Background: an optimization exercise with open tools, aiming at small area. Do not read the settings as production practice.
RTL that was checked went through simulation tests only; none was proved equivalent to the original.
No activity file was given, so power comes from the tool's default toggle rates.

== build 81 ==
==> flow/design.v (excerpt) <==
module TOP_WATCH_STOP_WATCH(
    input clk,
    input reset,
    input RX,
    input btn_run_stop, btn_clear, btn_mode,
    output TX,
    output [3:0] fnd_com,
    output [7:0] fnd_font,
    output tx_busy
);
clock: 200.0 ns
lec_check: 0
cap_margin: 20
core_margin: 2
core_utilization: 40
slew_margin: 20
run.sh (not shown) runs the stock make flow with config.mk's settings and CLKGATE_MAP_FILE= SYNTH_SCRIPT=/design/flow/synth_recipe.tcl, a recipe that flattens the netlist after the stock synthesis.
Build 81 did not stop at any stage, and its layout met the timing, DRC and antenna checks.
> inputs changed (build 81 -> build 51)
==> flow/flow/run.sh (new file) <==
#!/bin/bash
# Standard ORFS layout with two changes: synthesis maps the logic with an
# area-oriented ABC script (registers are mapped before ABC, as in the standard
# synthesis, so they are the same), and ports are buffered with buf_1.
set -euo pipefail
W=$(pwd)
F=$W/flow
export MY_ABC_SCRIPT=$F/area.abc
bash "$W/standard.sh" "SYNTH_SCRIPT=$F/synth.tcl" "ADDER_MAP_FILE=" \
  "BUFFER_PORTS_ARGS=-buffer_cell sky130_fd_sc_hd__buf_1" finish > "$W/flow_make.log" 2>&1
==> flow/flow/area.abc (new file) <==
strash; &get -n; &deepsyn -T 30; &put; dch; amap
==> flow/flow/synth.tcl (new file) <==
proc synth {args} { yosys synth -nofsm -noshare {*}$args }
proc abc {args} {
  set i [lsearch -exact $args -script]
  if {$i >= 0 && [info exists ::env(MY_ABC_SCRIPT)] && $::env(MY_ABC_SCRIPT) ne ""} {
    set args [lreplace $args [expr {$i + 1}] [expr {$i + 1}] $::env(MY_ABC_SCRIPT)]
  }
  yosys abc {*}$args
}
source $::env(SCRIPTS_DIR)/synth.tcl
# left out here: clear keep_hierarchy, flatten, clean up, hide names made inside functions, write 1_2_yosys.v
==> flow/standard.sh (new file) <==
#!/bin/bash
# synth_recipe.tcl (not shown) runs the flow's synth.tcl, then flattens the netlist and writes it again
# the make line also repeats each setting of config.mk as NAME=value (left out here)
make -C /OpenROAD-flow-scripts/flow DESIGN_CONFIG=/design/flow/config.mk WORK_HOME=/design/flow/orfs CLKGATE_MAP_FILE= SYNTH_SCRIPT=/design/flow/synth_recipe.tcl "${@:-finish}"
removed: flow/run.sh
### Flow results
No stage failed in build 51, and the final checks on the layout all came back clean.
Global-route usage came out higher on build 51 than on build 81.
Between build 81 and build 51, post-synthesis to final-layout area growth increased.
Setup slack in build 51 is larger than in build 81.
Effective utilization at floorplan for build 51 is higher than for build 81.
The core of build 51 is more densely filled than that of build 81.
Number of nets in the finished design in build 51 is 17 lower than in build 81
Sort build 81 and build 51 by power, descending, and build 51 comes first.
Final weighted congestion in routability-driven placement delta for build 51 relative to build 81: 7.9% higher
Build 51 against build 81: adder-cell area share of the yosys netlist saw a decrease; cell area lower.
Modified inputs, build 94 compared to build 51
Settings: putting CTS_BUF_LIST at sky130_fd_sc_hd__clkbuf_8 where nothing was set.
Findings:
Fraction of power spent switching nets was higher in build 94 than in build 51.
Build 51 has a lower number of fill cells than build 94.
Taking build 51 as the reference, in build 94 register share of total power went up 4.7 points; wire length of the first global-routing pass barely changed; utilization fell 0.88 points.
Sort build 51 and build 94 by register-to-register slack desc -> top: build 51
Build 94 has less setup slack than build 51.
Relative contribution of the clock network to total power, build 51 and build 94, lower one = build 94.

---

TOP_WATCH_STOP_WATCH, a different RTL version from the one above (not shown whole).
Size in the first run: roughly 540 cells after synthesis, ~20 I/O pins, about 0.0045 mm² of cells after synthesis.
// TOP_WATCH_STOP_WATCH
module TOP_WATCH_STOP_WATCH(
    input clk,
    input reset,
    input RX,
    input btn_run_stop, btn_clear, btn_mode,
    output TX,
    output [3:0] fnd_com,
    output [7:0] fnd_font,
    output tx_busy
);
clock: 200.0 ns
lec_check: 0
cap_margin: 20
core_margin: 2
core_utilization: 65
cts_buf_list: sky130_fd_sc_hd__clkbuf_8
cts_cluster_diameter: 60
cts_cluster_size: 24
slew_margin: 20
standard.sh (not shown) runs the stock make flow with config.mk's settings and CLKGATE_MAP_FILE= SYNTH_SCRIPT=/design/flow/synth_recipe.tcl, a recipe that flattens the netlist after the stock synthesis.
==> flow/flow/run.sh <==
#!/bin/bash
# Standard ORFS layout with two changes: synthesis maps the logic with several
# area-oriented ABC scripts and keeps the smallest result (registers are mapped
# before ABC runs, as in the standard synthesis, so they are the same), and
# ports are buffered with buf_1. make's full output goes to flow_make.log; each
# ORFS step also keeps its own log under orfs/logs.
set -euo pipefail
W=$(pwd)
F=$W/flow
export MY_ABC_SCRIPTS="$F/ds1.abc $F/ds2.abc $F/ds3.abc $F/ds4.abc $F/ds5.abc $F/ds6.abc"
bash "$W/standard.sh" "SYNTH_SCRIPT=$F/synth.tcl" "ADDER_MAP_FILE=" \
  "BUFFER_PORTS_ARGS=-buffer_cell sky130_fd_sc_hd__buf_1" finish > "$W/flow_make.log" 2>&1
==> flow/flow/ds1.abc <==
strash; &get -n; &deepsyn -S 1 -T 15; &put; dch; amap
==> flow/flow/ds2.abc <==
strash; &get -n; &deepsyn -S 2 -T 15; &put; dch; amap
==> flow/flow/ds3.abc <==
strash; &get -n; &deepsyn -S 3 -T 15; &put; dch; amap
==> flow/flow/ds4.abc <==
strash; &get -n; &deepsyn -S 4 -T 15; &put; dch; amap
==> flow/flow/ds5.abc <==
strash; &get -n; &deepsyn -S 5 -T 15; &put; dch; amap
==> flow/flow/ds6.abc <==
strash; &get -n; &deepsyn -S 6 -T 15; &put; dch; amap
==> flow/flow/synth.tcl <==
proc synth {args} { yosys synth -nofsm -noshare {*}$args }
# Map the logic with each ABC script in MY_ABC_SCRIPTS and keep the smallest
# result. Registers are mapped before ABC runs, so every try has the same ones.
proc abc {args} {
  set i [lsearch -exact $args -script]
  if {$i < 0 || ![info exists ::env(MY_ABC_SCRIPTS)] || $::env(MY_ABC_SCRIPTS) eq ""} {
    yosys abc {*}$args
    return
  }
  design -save pre_abc
  set best_area -1
  set n 0
  foreach scr $::env(MY_ABC_SCRIPTS) {
    incr n
    design -load pre_abc
    yosys abc {*}[lreplace $args [expr {$i + 1}] [expr {$i + 1}] $scr]
    set f [file join $::env(OBJECTS_DIR) abc_try_$n.txt]
    tee -q -o $f stat {*}$::lib_args
    set fh [open $f r]
    set txt [read $fh]
    close $fh
    if {[regexp {Chip area for module '[^']*': ([0-9.]+)} $txt -> area]} {
      puts "ABC try $n ($scr): area $area"
      if {$best_area < 0 || $area < $best_area} {
        set best_area $area
        design -save best_abc
      }
    }
  }
  design -load best_abc
  puts "ABC best area $best_area"
}
source $::env(SCRIPTS_DIR)/synth.tcl
# left out here: clear keep_hierarchy, flatten, clean up, hide names made inside functions, write 1_2_yosys.v
==> next run, changes <==
Settings changed: CORE_UTILIZATION 65 to 40, CTS_CLUSTER_DIAMETER 60 to default, CTS_CLUSTER_SIZE 24 to default.
Effect: The changed run finished clean. Count of clock-buffer cells in the layout does not change. Wire length climbs slightly. Clock skew increases by 0.0088 ns. Global-route usage shrinks by 10 points. Area after synthesis stays the same. Sequential cell count is unchanged. Register-to-register slack hardly moves. Core utilization decreases by 27 points.
==> next run, changes <==
==> flow/flow/run.sh (replaced) <==
#!/bin/bash
# Standard ORFS layout with three changes: synthesis maps the logic with several
# area-oriented ABC scripts and keeps the smallest result (registers are mapped
# before ABC runs, as in the standard synthesis, so they are the same); ports
# are buffered with buf_1; and clock tree synthesis uses clkbuf_8 without
# dummy loads. make's full output goes to flow_make.log; each
# ORFS step also keeps its own log under orfs/logs.
set -euo pipefail
W=$(pwd)
F=$W/flow
export MY_ABC_SCRIPTS="$F/ds1.abc $F/ds2.abc $F/ds3.abc $F/ds4.abc $F/ds5.abc $F/ds6.abc"
bash "$W/standard.sh" "SYNTH_SCRIPT=$F/synth.tcl" "ADDER_MAP_FILE=" \
  "BUFFER_PORTS_ARGS=-buffer_cell sky130_fd_sc_hd__buf_1" \
  "CTS_ARGS=-sink_clustering_enable -repair_clock_nets -buf_list sky130_fd_sc_hd__clkbuf_8 -dont_use_dummy_load" \
  finish > "$W/flow_make.log" 2>&1
Settings changed: CTS_BUF_LIST sky130_fd_sc_hd__clkbuf_8 to default.
The new run finished clean.
Cell count goes down slightly.
Power came out lower by roughly a tenth.
Area after synthesis stays flat.
Sequential power is about the same.
Sequential share of layout area went up by 1.2 points.
Cell area decreases by a few percent.
Function was not checked in any run of this note: the RTL went through the layout flow alone.

==> separate check: timing with driven ports <==
The flow's constraints put no driver on any port. The routed layouts listed below were extracted and timed again, unchanged, in two steps. Step 1 (the two cells are an assumption about what drives the block):
set clk [get_ports {clk}]
set_driving_cell -lib_cell sky130_fd_sc_hd__clkbuf_16 $clk
set_driving_cell -lib_cell sky130_fd_sc_hd__buf_2 [delete_from_list [all_inputs] $clk]
Step 2 also shifts input and output timing later by t, the mid clock arrival at the registers, as if the neighbouring blocks saw the same clock. Slacks: ideal / step 1 / step 2; pairs: ideal / step 1.
run	t (ns)	setup slack, ns	slew at the worst register clock pin (ns)	worst slew at a driven data input, ns
build 81	0.395	156.795 / 156.752 / 157.146	0.08 / 0.08	0.03
build 51	0.383	156.947 / 156.909 / 157.291	0.07 / 0.07	0.03
build 94	0.404	156.929 / 156.893 / 157.297	0.10 / 0.10	0.03
the first run of note 2	0.415	156.458 / 156.427 / 156.842	0.11 / 0.11	0.03
the second run of note 2	0.426	156.563 / 156.525 / 156.951	0.11 / 0.11	0.03
the third run of note 2	0.384	156.378 / 156.346 / 156.729	0.10 / 0.10	0.03
After both steps setup and hold are still met in every run listed.
